Context: an optimization exercise on an open-source flow, tuned for small area. The choices shown serve that exercise and are no tape-out recipe.
The RTL was checked by simulation tests, not by an equivalence proof against the original design.

## job 5367
// jtag_sba_top
module jtag_sba_top (
  input  logic        tck_i,
  input  logic        tms_i,
  input  logic        td_i,
  input  logic        trst_ni,
  output logic        td_o,
  output logic        tdo_oe_o,
  output logic        dmi_clear_o,
  output logic        master_req_o,
  output logic [31:0] master_add_o,
  output logic        master_we_o,
  output logic [31:0] master_wdata_o,
  output logic [3:0]  master_be_o,
  input  logic        master_gnt_i,
  input  logic        master_r_valid_i,
  input  logic        master_r_err_i,
  input  logic        master_r_other_err_i,
  input  logic [31:0] master_r_rdata_i
);
Settings: LEC_CHECK=0, CAP_MARGIN=20, CORE_MARGIN=2, CORE_UTILIZATION=65, PLACE_DENSITY=0.75, SLEW_MARGIN=20; clock period 10.0 ns.
standard.sh (not shown) runs the stock make flow with config.mk's settings and CLKGATE_MAP_FILE= SYNTH_SCRIPT=/design/flow/synth_recipe.tcl, a recipe that flattens the netlist after the stock synthesis.
==> flow/flow/run.sh <==
#!/bin/bash
# The standard ORFS layout, with three changes:
# - ABC maps the logic for area (flow/my_synth.tcl, flow/abc_area.script);
# - ports get the smallest buffer (buf_1) instead of clkdlybuf4s50_1;
# - a leaner clock tree (clkbuf_4 leaves, no dummy loads).
set -euo pipefail
W=$(pwd)
export FLOW_WORK=$W
export FLOW_ABC_SCRIPT=$W/flow/abc_area.script
export BUFFER_PORTS_ARGS="-buffer_cell sky130_fd_sc_hd__buf_1"
export CTS_ARGS="-sink_clustering_enable -repair_clock_nets -dont_use_dummy_load -buf_list sky130_fd_sc_hd__clkbuf_4 -root_buf sky130_fd_sc_hd__clkbuf_8 -sink_clustering_size 10 -sink_clustering_max_diameter 40"
bash standard.sh SYNTH_SCRIPT=$W/flow/my_synth.tcl finish > standard_flow.log 2>&1
==> flow/flow/abc_area.script <==
strash
&get -n
&st
&dch
&nf -R 1000
&put
topo
dnsize
==> flow/flow/my_synth.tcl <==
# The standard flow's synthesis script, with ABC mapping the logic for area instead of
# delay (the clock period leaves ample slack). Registers are mapped before
# ABC runs, so they come out as in the standard synthesis.
proc abc {args} {
  set i [lsearch -exact $args -script]
  if {$i >= 0} {
    set args [lreplace $args [expr {$i + 1}] [expr {$i + 1}] $::env(FLOW_ABC_SCRIPT)]
  }
  yosys abc {*}$args
}
source $::env(FLOW_WORK)/synth_recipe.tcl
Relative to job 5367, the following input files were edited for job 8290:
# job 5367
export LEC_CHECK = 0
export CAP_MARGIN = 20
export CORE_MARGIN = 2
export CORE_UTILIZATION = 65
export PLACE_DENSITY = 0.75
export SLEW_MARGIN = 20
create_clock -name core_clock -period 10.0 [get_ports {tck_i}]
# job 8290
export LEC_CHECK = 0
export CAP_MARGIN = 0
export CORE_MARGIN = 2
export CORE_UTILIZATION = 40
export GPL_TIMING_DRIVEN = 0
export PLACE_DENSITY = 0.6
export SLEW_MARGIN = 0
create_clock -name core_clock -period 10.0 [get_ports {tck_i}]
Results
Post-detailed-routing wire length was higher in job 8290 than in job 5367.
Job 8290 has completed all stages; timing, DRC and antenna checks passed.
Setup slack after layout on job 8290 is behind job 5367.
When job 8290 is measured against job 5367, its worst hold slack after final layout turns out 0.013 ns lower.
Here is what was changed in the inputs of job 5673 compared with job 8290.
# job 8290
export LEC_CHECK = 0
export CAP_MARGIN = 0
export CORE_MARGIN = 2
export CORE_UTILIZATION = 40
export GPL_TIMING_DRIVEN = 0
export PLACE_DENSITY = 0.6
export SLEW_MARGIN = 0
create_clock -name core_clock -period 10.0 [get_ports {tck_i}]
# job 5673
export LEC_CHECK = 0
export CAP_MARGIN = 0
export CORE_MARGIN = 2
export CORE_UTILIZATION = 40
export PLACE_DENSITY = 0.6
export SLEW_MARGIN = 0
create_clock -name core_clock -period 10.0 [get_ports {tck_i}]
==> results.txt <==
Job 5673 vs job 8290: shortest clock period the worst path allows after layout down in job 5673. The clock latency of the later-clocked register in the worst-skew pair of job 5673 and that of job 8290 are within noise of each other. Maximum frequency on job 5673 is ahead of job 8290. Job 8290 and job 5673 ended up with roughly the same proportion of cell area spent on the clock network. Diff job 8290 -> job 5673: worst hold slack saw little to no change, delay of the slowest critical-path stage shows no meaningful change.

* * *

Setup of the reference run:
jtag_sba_top again, from the RTL that the note above started with.
Design jtag_sba_top, start of the top module:
module jtag_sba_top (
  input  logic        tck_i,
  input  logic        tms_i,
  input  logic        td_i,
  input  logic        trst_ni,
  output logic        td_o,
  output logic        tdo_oe_o,
  output logic        dmi_clear_o,
  output logic        master_req_o,
  output logic [31:0] master_add_o,
  output logic        master_we_o,
  output logic [31:0] master_wdata_o,
  output logic [3:0]  master_be_o,
  input  logic        master_gnt_i,
  input  logic        master_r_valid_i,
  input  logic        master_r_err_i,
  input  logic        master_r_other_err_i,
  input  logic [31:0] master_r_rdata_i
);
export LEC_CHECK = 0
export CAP_MARGIN = 20
export CORE_MARGIN = 2
export CORE_UTILIZATION = 40
export PLACE_DENSITY = 0.6
export SLEW_MARGIN = 20
create_clock -name core_clock -period 10.0 [get_ports {tck_i}]
==> flow/flow/run.sh <==
#!/bin/bash
# The standard ORFS layout, with three changes:
# - ABC maps the logic for area (flow/my_synth.tcl, flow/abc_area.script);
# - ports get the smallest buffer (buf_1) instead of clkdlybuf4s50_1;
# - a leaner clock tree (clkbuf_4 leaves, no dummy loads).
set -euo pipefail
W=$(pwd)
export FLOW_WORK=$W
export FLOW_ABC_SCRIPT=$W/flow/abc_area.script
export BUFFER_PORTS_ARGS="-buffer_cell sky130_fd_sc_hd__buf_1"
export CTS_ARGS="-sink_clustering_enable -repair_clock_nets -dont_use_dummy_load -buf_list {sky130_fd_sc_hd__clkbuf_2 sky130_fd_sc_hd__clkbuf_4 sky130_fd_sc_hd__clkbuf_8} -root_buf sky130_fd_sc_hd__clkbuf_8 -sink_clustering_size 10 -sink_clustering_max_diameter 40"
bash standard.sh SYNTH_SCRIPT=$W/flow/my_synth.tcl finish > standard_flow.log 2>&1
Scripts as last shown in full above: flow/flow/abc_area.script, flow/flow/my_synth.tcl
The reference run did not stop at any stage, and its layout met the timing, DRC and antenna checks.
#### Input delta (the trial run over the reference run)
diff --git a/flow/flow/run.sh b/flow/flow/run.sh
--- a/flow/flow/run.sh
+++ b/flow/flow/run.sh
@@ -10,3 +10,3 @@
 export BUFFER_PORTS_ARGS="-buffer_cell sky130_fd_sc_hd__buf_1"
-export CTS_ARGS="-sink_clustering_enable -repair_clock_nets -dont_use_dummy_load -buf_list {sky130_fd_sc_hd__clkbuf_2 sky130_fd_sc_hd__clkbuf_4 sky130_fd_sc_hd__clkbuf_8} -root_buf sky130_fd_sc_hd__clkbuf_8 -sink_clustering_size 10 -sink_clustering_max_diameter 40"
+export CTS_ARGS="-sink_clustering_enable -repair_clock_nets -dont_use_dummy_load -buf_list sky130_fd_sc_hd__clkbuf_4 -root_buf sky130_fd_sc_hd__clkbuf_8 -sink_clustering_size 13 -sink_clustering_max_diameter 35"
 bash standard.sh SYNTH_SCRIPT=$W/flow/my_synth.tcl finish > standard_flow.log 2>&1
diff --git a/flow/config.mk b/flow/config.mk
--- a/flow/config.mk
+++ b/flow/config.mk
@@ -7,3 +7,3 @@
 export LEC_CHECK = 0
-export CAP_MARGIN = 20
+export CAP_MARGIN = 0
 export CORE_MARGIN = 2
@@ -11,2 +11,2 @@
 export PLACE_DENSITY = 0.6
-export SLEW_MARGIN = 20
+export SLEW_MARGIN = 0
==> results.txt <==
- Diff the reference run..the trial run | worst slack at placement | unchanged
- Compared to the reference run, the trial run reaches a lower achievable clock.
- Growth of design area from synthesis to finish (lower): the trial run
- Wire length delta (the trial run -> the reference run): insignificant
- | register-to-register setup slack | lower: the trial run |
- Number of fill cells in the layout of the trial run exceeds that of the reference run slightly.

==> what the ideal ports hide <==
The results above use ideal ports. As a check the final layouts listed here were re-extracted and re-timed, cells and wires unchanged. Step 1 (the two cells are an assumption about what drives the block):
set clk [get_ports {tck_i}]
set_driving_cell -lib_cell sky130_fd_sc_hd__clkbuf_16 $clk
set_driving_cell -lib_cell sky130_fd_sc_hd__buf_2 [delete_from_list [all_inputs] $clk]
Step 2 times the ports against the registers' clock, not the clock port: input delays grow and output delays shrink by t, the midpoint of the rising clock arrivals with the driver on. Three values: ideal ports, drivers, drivers and shift; two values: the first two.
run | shift t [ns] | setup WS [ns] | clock arrival spread, ns | worst register clock-pin slew, ns
job 5367 | 0.570 | 1.204 / 1.222 / 0.653 | 0.059 / 0.059 | 0.11 / 0.11
job 8290 | 0.582 | 0.956 / 0.977 / 0.396 | 0.080 / 0.079 | 0.11 / 0.11
job 5673 | 0.582 | 1.257 / 1.278 / 0.696 | 0.064 / 0.064 | 0.12 / 0.12
the reference run | 0.587 | 1.274 / 1.293 / 0.706 | 0.035 / 0.035 | 0.07 / 0.07
the trial run | 0.575 | 1.195 / 1.217 / 0.643 | 0.069 / 0.069 | 0.12 / 0.12
After both steps every run listed still meets setup and hold. For the reference run, which loses most, drivers alone change the setup slack by +0.019 ns; drivers and shift together by -0.568 ns.
